Source: an optimization exercise on an open RTL-to-GDS flow (aim: small area, a short achievable clock period and few clock cycles). Production flows keep margins and buffers that such runs may drop.
No run shown here included a check of the RTL's function; only the layout flow was run.
Power is estimated from default activity; no workload was simulated.

## design/flow/config.mk

```make
export PLATFORM = sky130hd
export DESIGN_NAME = convUnit
export DESIGN_NICKNAME = convUnit
export VERILOG_FILES = /design/flow/design.v
export SDC_FILE = /design/flow/constraint.sdc
export NUM_CORES = 4
export LEC_CHECK = 0
export ABC_AREA = 1
export CAP_MARGIN = 20
export CORE_AREA = 5 5 220 220
export DIE_AREA = 0 0 225 225
export SLEW_MARGIN = 20
```

## design/flow/constraint.sdc

```tcl
create_clock -name core_clock -period 16.0 [get_ports {clk}]
set_input_delay 3.2000 -clock core_clock [delete_from_list [all_inputs] [get_ports {clk}]]
set_output_delay 3.2000 -clock core_clock [all_outputs]
set_load 0.01 [all_outputs]
```

## design/flow/design.v

```verilog
`timescale 100 ns / 10 ps
module floatMult16 (floatA, floatB, product);
input  [15:0] floatA, floatB;
output [15:0] product;
wire [9:0] a = floatA[9:0];
wire [9:0] b = floatB[9:0];
wire [99:0] pp;
genvar gi, gj;
generate
    for (gi = 0; gi < 10; gi = gi + 1) begin : g_i
        for (gj = 0; gj < 10; gj = gj + 1) begin : g_j
            assign pp[gi*10+gj] = a[gi] & b[gj];
        end
    end
endgenerate
    wire s0 = pp[9] ^ pp[18];
    wire c0 = pp[9] & pp[18];
    wire s1 = pp[19] ^ pp[28] ^ pp[37];
    wire c1 = (pp[19] & pp[28]) | (pp[37] & (pp[19] ^ pp[28]));
    wire s2 = pp[46] ^ pp[55];
    wire c2 = pp[46] & pp[55];
    wire s3 = pp[29] ^ pp[38] ^ pp[47];
    wire c3 = (pp[29] & pp[38]) | (pp[47] & (pp[29] ^ pp[38]));
    wire s4 = pp[56] ^ pp[65];
    wire c4 = pp[56] & pp[65];
    wire s5 = pp[39] ^ pp[48] ^ pp[57];
    wire c5 = (pp[39] & pp[48]) | (pp[57] & (pp[39] ^ pp[48]));
    wire s6 = pp[6] ^ pp[15];
    wire c6 = pp[6] & pp[15];
    wire s7 = pp[7] ^ pp[16] ^ pp[25];
    wire c7 = (pp[7] & pp[16]) | (pp[25] & (pp[7] ^ pp[16]));
    wire s8 = pp[34] ^ pp[43];
    wire c8 = pp[34] & pp[43];
    wire s9 = pp[8] ^ pp[17] ^ pp[26];
    wire c9 = (pp[8] & pp[17]) | (pp[26] & (pp[8] ^ pp[17]));
    wire s10 = pp[35] ^ pp[44] ^ pp[53];
    wire c10 = (pp[35] & pp[44]) | (pp[53] & (pp[35] ^ pp[44]));
    wire s11 = pp[62] ^ pp[71];
    wire c11 = pp[62] & pp[71];
    wire s12 = pp[27] ^ pp[36] ^ pp[45];
    wire c12 = (pp[27] & pp[36]) | (pp[45] & (pp[27] ^ pp[36]));
    wire s13 = pp[54] ^ pp[63] ^ pp[72];
    wire c13 = (pp[54] & pp[63]) | (pp[72] & (pp[54] ^ pp[63]));
    wire s14 = pp[81] ^ pp[90] ^ s0;
    wire c14 = (pp[81] & pp[90]) | (s0 & (pp[81] ^ pp[90]));
    wire s15 = pp[64] ^ pp[73] ^ pp[82];
    wire c15 = (pp[64] & pp[73]) | (pp[82] & (pp[64] ^ pp[73]));
    wire s16 = pp[91] ^ a[0] ^ b[0];
    wire c16 = (pp[91] & a[0]) | (b[0] & (pp[91] ^ a[0]));
    wire s17 = s1 ^ s2 ^ c0;
    wire c17 = (s1 & s2) | (c0 & (s1 ^ s2));
    wire s18 = pp[74] ^ pp[83] ^ pp[92];
    wire c18 = (pp[74] & pp[83]) | (pp[92] & (pp[74] ^ pp[83]));
    wire s19 = a[1] ^ b[1] ^ s3;
    wire c19 = (a[1] & b[1]) | (s3 & (a[1] ^ b[1]));
    wire s20 = s4 ^ c1 ^ c2;
    wire c20 = (s4 & c1) | (c2 & (s4 ^ c1));
    wire s21 = pp[66] ^ pp[75] ^ pp[84];
    wire c21 = (pp[66] & pp[75]) | (pp[84] & (pp[66] ^ pp[75]));
    wire s22 = pp[93] ^ a[2] ^ b[2];
    wire c22 = (pp[93] & a[2]) | (b[2] & (pp[93] ^ a[2]));
    wire s23 = s5 ^ c3 ^ c4;
    wire c23 = (s5 & c3) | (c4 & (s5 ^ c3));
    wire s24 = pp[49] ^ pp[58] ^ pp[67];
    wire c24 = (pp[49] & pp[58]) | (pp[67] & (pp[49] ^ pp[58]));
    wire s25 = pp[76] ^ pp[85] ^ pp[94];
    wire c25 = (pp[76] & pp[85]) | (pp[94] & (pp[76] ^ pp[85]));
    wire s26 = a[3] ^ b[3] ^ c5;
    wire c26 = (a[3] & b[3]) | (c5 & (a[3] ^ b[3]));
    wire s27 = pp[59] ^ pp[68] ^ pp[77];
    wire c27 = (pp[59] & pp[68]) | (pp[77] & (pp[59] ^ pp[68]));
    wire s28 = pp[86] ^ pp[95] ^ a[4];
    wire c28 = (pp[86] & pp[95]) | (a[4] & (pp[86] ^ pp[95]));
    wire s29 = pp[69] ^ pp[78] ^ pp[87];
    wire c29 = (pp[69] & pp[78]) | (pp[87] & (pp[69] ^ pp[78]));
    wire s30 = pp[4] ^ pp[13];
    wire c30 = pp[4] & pp[13];
    wire s31 = pp[5] ^ pp[14] ^ pp[23];
    wire c31 = (pp[5] & pp[14]) | (pp[23] & (pp[5] ^ pp[14]));
    wire s32 = pp[32] ^ pp[41];
    wire c32 = pp[32] & pp[41];
    wire s33 = pp[24] ^ pp[33] ^ pp[42];
    wire c33 = (pp[24] & pp[33]) | (pp[42] & (pp[24] ^ pp[33]));
    wire s34 = pp[51] ^ pp[60] ^ s6;
    wire c34 = (pp[51] & pp[60]) | (s6 & (pp[51] ^ pp[60]));
    wire s35 = pp[52] ^ pp[61] ^ pp[70];
    wire c35 = (pp[52] & pp[61]) | (pp[70] & (pp[52] ^ pp[61]));
    wire s36 = s7 ^ s8 ^ c6;
    wire c36 = (s7 & s8) | (c6 & (s7 ^ s8));
    wire s37 = pp[80] ^ s9 ^ s10;
    wire c37 = (pp[80] & s9) | (s10 & (pp[80] ^ s9));
    wire s38 = s11 ^ c7 ^ c8;
    wire c38 = (s11 & c7) | (c8 & (s11 ^ c7));
    wire s39 = s12 ^ s13 ^ s14;
    wire c39 = (s12 & s13) | (s14 & (s12 ^ s13));
    wire s40 = c9 ^ c10 ^ c11;
    wire c40 = (c9 & c10) | (c11 & (c9 ^ c10));
    wire s41 = s15 ^ s16 ^ s17;
    wire c41 = (s15 & s16) | (s17 & (s15 ^ s16));
    wire s42 = c12 ^ c13 ^ c14;
    wire c42 = (c12 & c13) | (c14 & (c12 ^ c13));
    wire s43 = s18 ^ s19 ^ s20;
    wire c43 = (s18 & s19) | (s20 & (s18 ^ s19));
    wire s44 = c15 ^ c16 ^ c17;
    wire c44 = (c15 & c16) | (c17 & (c15 ^ c16));
    wire s45 = s21 ^ s22 ^ s23;
    wire c45 = (s21 & s22) | (s23 & (s21 ^ s22));
    wire s46 = c18 ^ c19 ^ c20;
    wire c46 = (c18 & c19) | (c20 & (c18 ^ c19));
    wire s47 = s24 ^ s25 ^ s26;
    wire c47 = (s24 & s25) | (s26 & (s24 ^ s25));
    wire s48 = c21 ^ c22 ^ c23;
    wire c48 = (c21 & c22) | (c23 & (c21 ^ c22));
    wire s49 = b[4] ^ s27 ^ s28;
    wire c49 = (b[4] & s27) | (s28 & (b[4] ^ s27));
    wire s50 = c24 ^ c25 ^ c26;
    wire c50 = (c24 & c25) | (c26 & (c24 ^ c25));
    wire s51 = pp[96] ^ a[5] ^ b[5];
    wire c51 = (pp[96] & a[5]) | (b[5] & (pp[96] ^ a[5]));
    wire s52 = s29 ^ c27 ^ c28;
    wire c52 = (s29 & c27) | (c28 & (s29 ^ c27));
    wire s53 = pp[79] ^ pp[88] ^ pp[97];
    wire c53 = (pp[79] & pp[88]) | (pp[97] & (pp[79] ^ pp[88]));
    wire s54 = a[6] ^ b[6] ^ c29;
    wire c54 = (a[6] & b[6]) | (c29 & (a[6] ^ b[6]));
    wire s55 = pp[89] ^ pp[98] ^ a[7];
    wire c55 = (pp[89] & pp[98]) | (a[7] & (pp[89] ^ pp[98]));
    wire s56 = pp[3] ^ pp[12];
    wire c56 = pp[3] & pp[12];
    wire s57 = pp[22] ^ pp[31] ^ pp[40];
    wire c57 = (pp[22] & pp[31]) | (pp[40] & (pp[22] ^ pp[31]));
    wire s58 = pp[50] ^ s31 ^ s32;
    wire c58 = (pp[50] & s31) | (s32 & (pp[50] ^ s31));
    wire s59 = s33 ^ s34 ^ c31;
    wire c59 = (s33 & s34) | (c31 & (s33 ^ s34));
    wire s60 = s35 ^ s36 ^ c33;
    wire c60 = (s35 & s36) | (c33 & (s35 ^ s36));
    wire s61 = s37 ^ s38 ^ c35;
    wire c61 = (s37 & s38) | (c35 & (s37 ^ s38));
    wire s62 = s39 ^ s40 ^ c37;
    wire c62 = (s39 & s40) | (c37 & (s39 ^ s40));
    wire s63 = s41 ^ s42 ^ c39;
    wire c63 = (s41 & s42) | (c39 & (s41 ^ s42));
    wire s64 = s43 ^ s44 ^ c41;
    wire c64 = (s43 & s44) | (c41 & (s43 ^ s44));
    wire s65 = s45 ^ s46 ^ c43;
    wire c65 = (s45 & s46) | (c43 & (s45 ^ s46));
    wire s66 = s47 ^ s48 ^ c45;
    wire c66 = (s47 & s48) | (c45 & (s47 ^ s48));
    wire s67 = s49 ^ s50 ^ c47;
    wire c67 = (s49 & s50) | (c47 & (s49 ^ s50));
    wire s68 = s51 ^ s52 ^ c49;
    wire c68 = (s51 & s52) | (c49 & (s51 ^ s52));
    wire s69 = s53 ^ s54 ^ c51;
    wire c69 = (s53 & s54) | (c51 & (s53 ^ s54));
    wire s70 = b[7] ^ s55 ^ c53;
    wire c70 = (b[7] & s55) | (c53 & (b[7] ^ s55));
    wire s71 = pp[99] ^ a[8] ^ b[8];
    wire c71 = (pp[99] & a[8]) | (b[8] & (pp[99] ^ a[8]));
    wire s72 = pp[2] ^ pp[11];
    wire c72 = pp[2] & pp[11];
    wire s73 = pp[21] ^ pp[30] ^ s56;
    wire c73 = (pp[21] & pp[30]) | (s56 & (pp[21] ^ pp[30]));
    wire s74 = s30 ^ s57 ^ c56;
    wire c74 = (s30 & s57) | (c56 & (s30 ^ s57));
    wire s75 = c30 ^ s58 ^ c57;
    wire c75 = (c30 & s58) | (c57 & (c30 ^ s58));
    wire s76 = c32 ^ s59 ^ c58;
    wire c76 = (c32 & s59) | (c58 & (c32 ^ s59));
    wire s77 = c34 ^ s60 ^ c59;
    wire c77 = (c34 & s60) | (c59 & (c34 ^ s60));
    wire s78 = c36 ^ s61 ^ c60;
    wire c78 = (c36 & s61) | (c60 & (c36 ^ s61));
    wire s79 = c38 ^ s62 ^ c61;
    wire c79 = (c38 & s62) | (c61 & (c38 ^ s62));
    wire s80 = c40 ^ s63 ^ c62;
    wire c80 = (c40 & s63) | (c62 & (c40 ^ s63));
    wire s81 = c42 ^ s64 ^ c63;
    wire c81 = (c42 & s64) | (c63 & (c42 ^ s64));
    wire s82 = c44 ^ s65 ^ c64;
    wire c82 = (c44 & s65) | (c64 & (c44 ^ s65));
    wire s83 = c46 ^ s66 ^ c65;
    wire c83 = (c46 & s66) | (c65 & (c46 ^ s66));
    wire s84 = c48 ^ s67 ^ c66;
    wire c84 = (c48 & s67) | (c66 & (c48 ^ s67));
    wire s85 = c50 ^ s68 ^ c67;
    wire c85 = (c50 & s68) | (c67 & (c50 ^ s68));
    wire s86 = c52 ^ s69 ^ c68;
    wire c86 = (c52 & s69) | (c68 & (c52 ^ s69));
    wire s87 = c54 ^ s70 ^ c69;
    wire c87 = (c54 & s70) | (c69 & (c54 ^ s70));
    wire s88 = c55 ^ s71 ^ c70;
    wire c88 = (c55 & s71) | (c70 & (c55 ^ s71));
    wire s89 = a[9] ^ b[9] ^ c71;
    wire c89 = (a[9] & b[9]) | (c71 & (a[9] ^ b[9]));
wire [21:0] r0 = {1'b0, 1'b1, s89, s88, s87, s86, s85, s84, s83, s82, s81, s80, s79, s78, s77, s76, s75, s74, s73, pp[20], pp[1], pp[0]};
wire [21:0] r1 = {1'b0, c89, c88, c87, c86, c85, c84, c83, c82, c81, c80, c79, c78, c77, c76, c75, c74, c73, c72, s72, pp[10], 1'b0};
wire [21:0] p = r0 + r1;
wire [5:0] esum = {1'b0, floatA[14:10]} + {1'b0, floatB[14:10]};
wire [6:0] e0 = {1'b0, esum} - 7'd15;
wire [6:0] e1 = {1'b0, esum} - 7'd14;
wire       ok0 = ~e0[6] & ~e0[5];
wire       ok1 = ~e1[6] & ~e1[5];
wire       nz  = (floatA != 16'd0) & (floatB != 16'd0);
wire [15:0] q0 = (nz & ok0) ? {floatA[15] ^ floatB[15], e0[4:0], p[19:10]} : 16'd0;
wire [15:0] q1 = (nz & ok1) ? {floatA[15] ^ floatB[15], e1[4:0], p[20:11]} : 16'd0;
assign product = p[21] ? q1 : q0;
endmodule
`timescale 100 ns / 10 ps
module floatAdd16 (floatA, floatB, sum);
input  [15:0] floatA, floatB;
output [15:0] sum;
wire        sa = floatA[15], sb = floatB[15];
wire [4:0]  ea = floatA[14:10], eb = floatB[14:10];
wire [10:0] fa = {1'b1, floatA[9:0]};
wire [10:0] fb = {1'b1, floatB[9:0]};
wire        sub = sa ^ sb;
wire a_zero = (floatA == 16'd0);
wire b_zero = (floatB == 16'd0);
wire cancel = (floatA[14:0] == floatB[14:0]) & sub;
wire [5:0] dab = {1'b0, ea} - {1'b0, eb};
wire [5:0] dba = {1'b0, eb} - {1'b0, ea};
wire       age = ~dab[5];                  
wire [10:0] sha = (dba[4] | (dba[3:0] > 4'd10)) ? 11'd0 : (fa >> dba[3:0]);
wire [10:0] shb = (dab[4] | (dab[3:0] > 4'd10)) ? 11'd0 : (fb >> dab[3:0]);
wire [4:0]  xe  = age ? ea : eb;
wire        xs  = age ? sa : sb;
wire [10:0] fx  = age ? fa : fb;
wire [10:0] fys = age ? shb : sha;
wire [4:0]  xe_p1 = xe + 5'd1;
wire [4:0]  xe_m1 = xe - 5'd1;
wire        xe_max = (xe == 5'd31);
wire        xe_min = (xe == 5'd0);
wire [11:0] s   = {1'b0, fx} + {1'b0, fys};
wire [10:0] r   = fx - fys;                
wire [14:0] res_add  = s[11] ? {xe_p1, s[10:1]} : {xe, s[9:0]};
wire        v_add    = ~(s[11] & xe_max);
wire [14:0] res_fsub = r[10] ? {xe, r[9:0]} : {xe_m1, r[8:0], 1'b0};
wire        v_fsub   = ~(~r[10] & xe_min);
wire        d0  = (ea == eb);
wire        da1 = (dab == 6'd1);             
wire        db1 = (dba == 6'd1);             
wire [11:0] r0  = {1'b0, fa} - {1'b0, fb};   
wire [10:0] r1  = fb - fa;                   
wire [10:0] r2  = fa - {1'b0, fb[10:1]};     
wire [10:0] r3  = fb - {1'b0, fa[10:1]};     
wire [10:0] rc  = d0 ? (r0[11] ? r1 : r0[10:0]) : (da1 ? r2 : r3);
wire        sc  = d0 ? (r0[11] ? sb : sa) : (da1 ? sa : sb);
wire        close = sub & (d0 | da1 | db1);
reg  [3:0]  lz;
integer k;
always @(*) begin
    lz = 4'd10;
    for (k = 0; k <= 10; k = k + 1)
        if (rc[k]) lz = 4'd10 - k[3:0];
end
wire [10:0] rn = rc << lz;
wire [5:0]  ec = {1'b0, xe} - {2'b0, lz};
wire use_b = a_zero;
wire use_a = ~a_zero & b_zero;
wire use_c = ~a_zero & ~b_zero & ~cancel & close;
wire use_s = ~a_zero & ~b_zero & ~cancel & ~close & sub;
wire use_d = ~a_zero & ~b_zero & ~cancel & ~sub;
assign sum = ({16{use_b}} & floatB)
           | ({16{use_a}} & floatA)
           | ({16{use_c & ~ec[5]}} & {sc, ec[4:0], rn[9:0]})
           | ({16{use_s & v_fsub}} & {xs, res_fsub})
           | ({16{use_d & v_add}}  & {xs, res_add});
endmodule
`timescale 100 ns / 10 ps
module processingElement16(reset, pend, image, filter, opA, opB, nz);
parameter DATA_WIDTH = 16;
parameter N = 25;
input  reset;
input  [N-1:1] pend;
input  [N*DATA_WIDTH-1:0] image, filter;
output [DATA_WIDTH-1:0] opA, opB;
output reg [N-1:1] nz;
wire [N-1:1] sel;
genvar t;
generate
	for (t = 1; t < N; t = t + 1) begin : g_sel
		if (t == 1) begin : g_first
			assign sel[t] = pend[t];
		end else begin : g_rest
			assign sel[t] = pend[t] & ~|pend[t-1:1];
		end
	end
endgenerate
reg [DATA_WIDTH-1:0] muxA, muxB;
integer j;
always @(*) begin
	muxA = 0;
	muxB = 0;
	for (j = 1; j < N; j = j + 1) begin
		muxA = muxA | ({DATA_WIDTH{sel[j]}} & image[DATA_WIDTH*j+:DATA_WIDTH]);
		muxB = muxB | ({DATA_WIDTH{sel[j]}} & filter[DATA_WIDTH*j+:DATA_WIDTH]);
		nz[j] = |image[DATA_WIDTH*j+:DATA_WIDTH];
	end
end
assign opA = reset ? image[DATA_WIDTH-1:0]  : muxA;
assign opB = reset ? filter[DATA_WIDTH-1:0] : muxB;
endmodule
`timescale 100 ns / 10 ps
module convUnit (
    clk,
    reset,
    image,
    filter,
    result,
    done
);
    parameter DATA_WIDTH = 16;
    parameter D = 1;
    parameter F = 5;
    localparam N = D*F*F;
    input clk, reset;
    input [N*DATA_WIDTH-1:0] image, filter;
    output reg [DATA_WIDTH-1:0] result;
    output reg done;   
    reg  [N-1:1] pend;      
    reg          last;      
    reg  [DATA_WIDTH-1:0] opA, opB, product;
    wire [N-1:1] nz;
    wire [DATA_WIDTH-1:0] selA, selB, multResult, addResult;
    wire any = |pend;
    processingElement16 #(.DATA_WIDTH(DATA_WIDTH), .N(N)) SEL (
        .reset (reset),
        .pend  (pend),
        .image (image),
        .filter(filter),
        .opA   (selA),
        .opB   (selB),
        .nz    (nz)
    );
    floatMult16 FM (opA, opB, multResult);
    floatAdd16 FADD (product, result, addResult);
    always @(posedge clk) begin
        pend    <= reset ? nz : (pend & (pend - 1'b1));
        opA     <= selA;
        opB     <= selB;
    end
    always @(posedge clk, posedge reset) begin
        if (reset == 1'b1) begin
            last    <= 1'b0;
            done    <= 1'b0;
            product <= 0;
            result  <= 0;
        end else begin
            last    <= ~any;
            done    <= last;
            product <= multResult;
            result  <= addResult;
        end
    end
endmodule
```

## design/flow/flow/run.sh

```bash
#!/bin/bash
set -euo pipefail
export BUFFER_PORTS_ARGS="-buffer_cell sky130_fd_sc_hd__buf_1"
export SETUP_SLACK_MARGIN="${MARGIN:-$(cat flow/margin.txt)}"
bash standard.sh > standard.log 2>&1
```

## design/flow/flow/margin.txt

```
11
```

## design/flow/standard.sh

```bash
#!/bin/bash
# synth_recipe.tcl (not shown) runs the flow's synth.tcl, then flattens the netlist and writes it again
# the make line also repeats each setting of config.mk as NAME=value (left out here)
make -C /OpenROAD-flow-scripts/flow DESIGN_CONFIG=/design/flow/config.mk WORK_HOME=/design/flow/orfs CLKGATE_MAP_FILE= SYNTH_SCRIPT=/design/flow/synth_recipe.tcl "${@:-finish}"
```

==> results.toml, run 1 <==
[status]
outcome = "did not finish"
lastStage = "I/O pin placement"
error_line = "[ERROR PPL-0024] Number of IO pins (819) exceeds maximum number of available positions (810). Increase the die perimeter from 900.00um to 1113.84um."

[synthesis]
async_reset_ff_share_pct = 37.8
yosysWarnings = 3
ys_seq_elements = 90
synth_cells = 2916
syn_area_sq_um = 18400
synth_ff_type = "dfxtp_1"
synth-edff-count = 0
yosysUniqueCellTypes = 68
synthesis.nets = 3922
synth.most_common_cell = "nand2_1"
synthTopCellsByArea = "nand2_1 (15%), fa_1 (9.8%), inv_1 (9.1%)"
ys_seq_area_share_pct = 10.7
synth_top_area_share_pct = 15.4
synth.avg_cell_area_sq_um = 6.31
yosysTopAreaCell = "nand2_1"
synth_common_cells = "nand2_1 (752), inv_1 (444), nor2_1 (165)"

[die]
die_h_um = 225
initial_core_util_pct = 40.3
die_w_um = 225
rows = 78
==> logic make-up after synthesis <==
logic type      Yosys count  share of synthesized area (%)
simple gates           1351                           33.1
fa+ha+maj               204                           17.6
buf+inv                 591                           12.6
flops                    90                           10.7
xor+xnor                 62                           2.95
compound gates          614                           22.8
mux                       4                          0.218
==> run 2: changes to the inputs <==
--- a/design/flow/config.mk
+++ b/design/flow/config.mk
@@ -8,5 +8,6 @@
 export ABC_AREA = 1
 export CAP_MARGIN = 20
-export CORE_AREA = 5 5 220 220
-export DIE_AREA = 0 0 225 225
+export CORE_AREA = 5 5 235 235
+export DIE_AREA = 0 0 240 240
+export PLACE_DENSITY = 0.7
 export SLEW_MARGIN = 20
==> run 2 against run 1 <==
Effect of this change:
- the run now finishes clean
- synthesized cell count did not move
- synthesized area did not move
==> results.toml, run 2 <==
[critical_path]
rr_worst_depth = 20
reg2reg_slack_ns = 11.03
worstSetupEndpointType = "flop"
cp.required_ns = 16.23
critPathMaxFanout = 2
path_class = "primary input to flop"
cp_cell_sequence = "buf_1, a22o_1, a21oi_1, nand4_1, a211oi_1, o21ai_0, a211oi_2, a31oi_1"
reg2reg_to = "product[9]"
critPathLaunchType = "primary input"
cpMaxStageDelayCell = "a211oi_2"
worstReg2RegStart = "opA[3]"
critical_path_arrival_ns = 5.29
critical_path.startpoint = "image[25]"
cpPeakStageDelay_ns = 0.47

[synthesis]
yosysUniqueCellTypes = 68
synth_top_area_share_pct = 15.4
synth-edff-count = 0
synth.most_common_cell = "nand2_1"
synth.avg_cell_area_sq_um = 6.31
synth_common_cells = "nand2_1 (752), inv_1 (444), nor2_1 (165)"
yosysWarnings = 3
syn_area_sq_um = 18400
synth_ff_type = "dfxtp_1"
yosysTopAreaCell = "nand2_1"
synthesis.nets = 3922
ys_seq_elements = 90
async_reset_ff_share_pct = 37.8
ys_seq_area_share_pct = 10.7
synthTopCellsByArea = "nand2_1 (15%), fa_1 (9.8%), inv_1 (9.1%)"
synth_cells = 2916

[status]
outcome = "finished clean"

[clocking]
ctsHoldBuffers = 0
cts_max_level = 3
clockRootBuffer = "clkbuf_16"
clkLatencyLatePin_ns = 0.41
cts_made_buffers = 9
cts_tree = "built"
cts_sinks = 90
path_clk_slew_ns = 0.07
clockBufferDepth = 2

[place]
gp_congestion = 1.16
port_buffers = 818
pre_cts_slack_ns = 9.66
dp.cells = 4332
dp_hpwl_um = 124000

[drt]
via_per_inst = 6.05
drt_first_pass_iters = 6
wl_um = 146000
drtIter0Drc = 3208
via_count = 26958
post_drt_wl_per_cell_um = 32.7
drc_errors = 0
antenna_left = 0

[final_layout]
finish.utilization_pct = 45.3
final_cell_mix = "buf_1 (817), nand2_1 (741), inv_1 (423)"
final_common_cell = "buf_1"
regMostFlops = "pend"
largest_register_ffs = 24
nets = 4736
syn2layout_area_growth_pct = 29.2
instances_no_fill = 4455
drive_gt1_share_pct = 9.78
fill_cells = 5873

[die]
die_h_um = 240
core_sq_um = 52400
rows = 84
initial_core_util_pct = 35.1
ios = 819
die_area_sq_um = 57600
die_w_um = 240

[global_routing]
antenna_found_initial = 43
track_usage_pct = 47.6
grt_pass1_wl_um = 193000
overflow = 0
first_global_vias = 25445
grt_max_degree = 72

[timing]
slew_headroom_pct = 16.5
hold_viol = 0
worst_slew_pin_slew_ns = 1.25
finalSetupTns_ns = 0
period_needed_ns = 5.06
rsz0062_at_grt = "yes"
worst_slack_ns = 10.94
period_share_pct = 31.7
clock.fmax_ghz = 0.197
maxSlewViolCount = 0
setup_viol = 0
finalClockSkew_ns = 0.0196

[power]
internal_power_mw = 2.71
peakVddDrop_mv = 0.172
switching_share_pct = 61.3
p_sw_mw = 4.30
power_density_nw_per_um2 = 295
power_frac_comb_pct = 90.4
clockPowerShare_pct = 3.6
seqPwrFrac_pct = 6.0
p_leak_nw = 10.4

[min_path]
holdCritStartpoint = "last"
hold_depth = 0
hold_path.class = "flop to flop"
holdPathEnd = "done"

[flow_run]
max_cap_viol_count = 0
## run 2: cell counts after synthesis
No cell type changed its count.
## run 2: repair_timing
action,4_1_cts,5_1_grt
buffers inserted,42,31
gates resized for setup,87,121
gates cloned,2,0
pin swaps,15,40
endpoints found under the setup margin,36,36
## run 2: metal layers
layer	part of all wire (%)	vias to the layer above	GRT usage (%)	routed length (um)
met5	0.060	-	0	87
met4	11	14	41.0	15700
met3	13	509	19.0	18800
met2	42	2032	70.4	61100
met1	34	12725	53.2	50000
li1	-	11678	-	-
## run 2: cell families after synthesis
group                    share of synthesized area, %
XOR/XNOR                                         2.95
AND/OR/NAND/NOR                                  33.1
AO/OA/AOI/OAI                                    22.8
flip-flops                                       10.7
adder cells (fa/ha/maj)                          17.6
multiplexers                                    0.218
buffers and inverters                            12.6
## run 2: worst max path at each step
stage,endpoint,slack [ns],cells past startpoint
finish,opA[9],10.94,8
global route,result[6],10.93,27
CTS,result[5],10.99,27
detailed placement,result[4],9.66,30
global placement,result[5],9.70,30
floorplan,product[13],11.09,21
## run 2: critical path, delay by kind of cell
kind            cells  cell delay, ns
simple gates        1            0.24
compound gates      6            1.57
buf+inv             1            0.27
## run 2: layout make-up
type | count | area, sq um | share of cell area (%)
diodes | 33 | 82.6 | 0.348
clock buffers | 10 | 229 | 0.964
clock inverters | 5 | 80.1 | 0.337
inverters | 463 | 1790 | 7.54
multi-input cells | 2237 | 14700 | 62.0
flip-flops and latches | 90 | 2040 | 8.58
well taps | 688 | 861 | 3.62
repair buffers | 929 | 3950 | 16.6
## run 2: through the flow
stage | instance area (sq um) | power (mW) | hold slack, ns
after floorplan | 18400 | 4.18 | 0.331
after global placement | 22100 | 5.68 | 0.349
after detailed placement | 22100 | 5.66 | 0.340
after CTS | 23000 | 6.30 | 0.368
after global routing | 23700 | 7.49 | 0.372
final | 23800 | 7.01 | 0.366
## run 2: power groups by stage
stage	sequential, mW	combinational (mW)	clock [mW]
final	0.423	6.33	0.253
after global routing	0.424	6.80	0.258
after CTS	0.421	5.62	0.251
after detailed placement	0.429	5.23	0
after global placement	0.427	5.26	0
after floorplan	0.360	3.82	0

## afterwards: timing with drivers on the ports
Ports are ideal in the flow. The routed layout listed here was re-timed in OpenROAD. Step 1, drivers: a clkbuf_16 drives clk and a buf_2 each remaining input, both assumed. Step 2 adds t to the input delays and takes it off the output delays; t is the mean of the earliest and latest rising clock arrival at the registers after step 1. Input paths then give back, and output paths get back, about the clock's delay inside the block. Three values: ideal ports, drivers, drivers and shift; two values: the first two.
run: run 2
t, ns: 0.458
setup WS [ns]: 10.935 / 10.883 / 10.425
latest minus earliest clock arrival (ns): 0.021 / 0.020
worst register clock-pin slew, ns: 0.09 / 0.09
After both steps setup and hold are still met in run 2. For run 2, drivers alone change the setup slack by -0.052 ns; drivers and shift together by -0.510 ns.
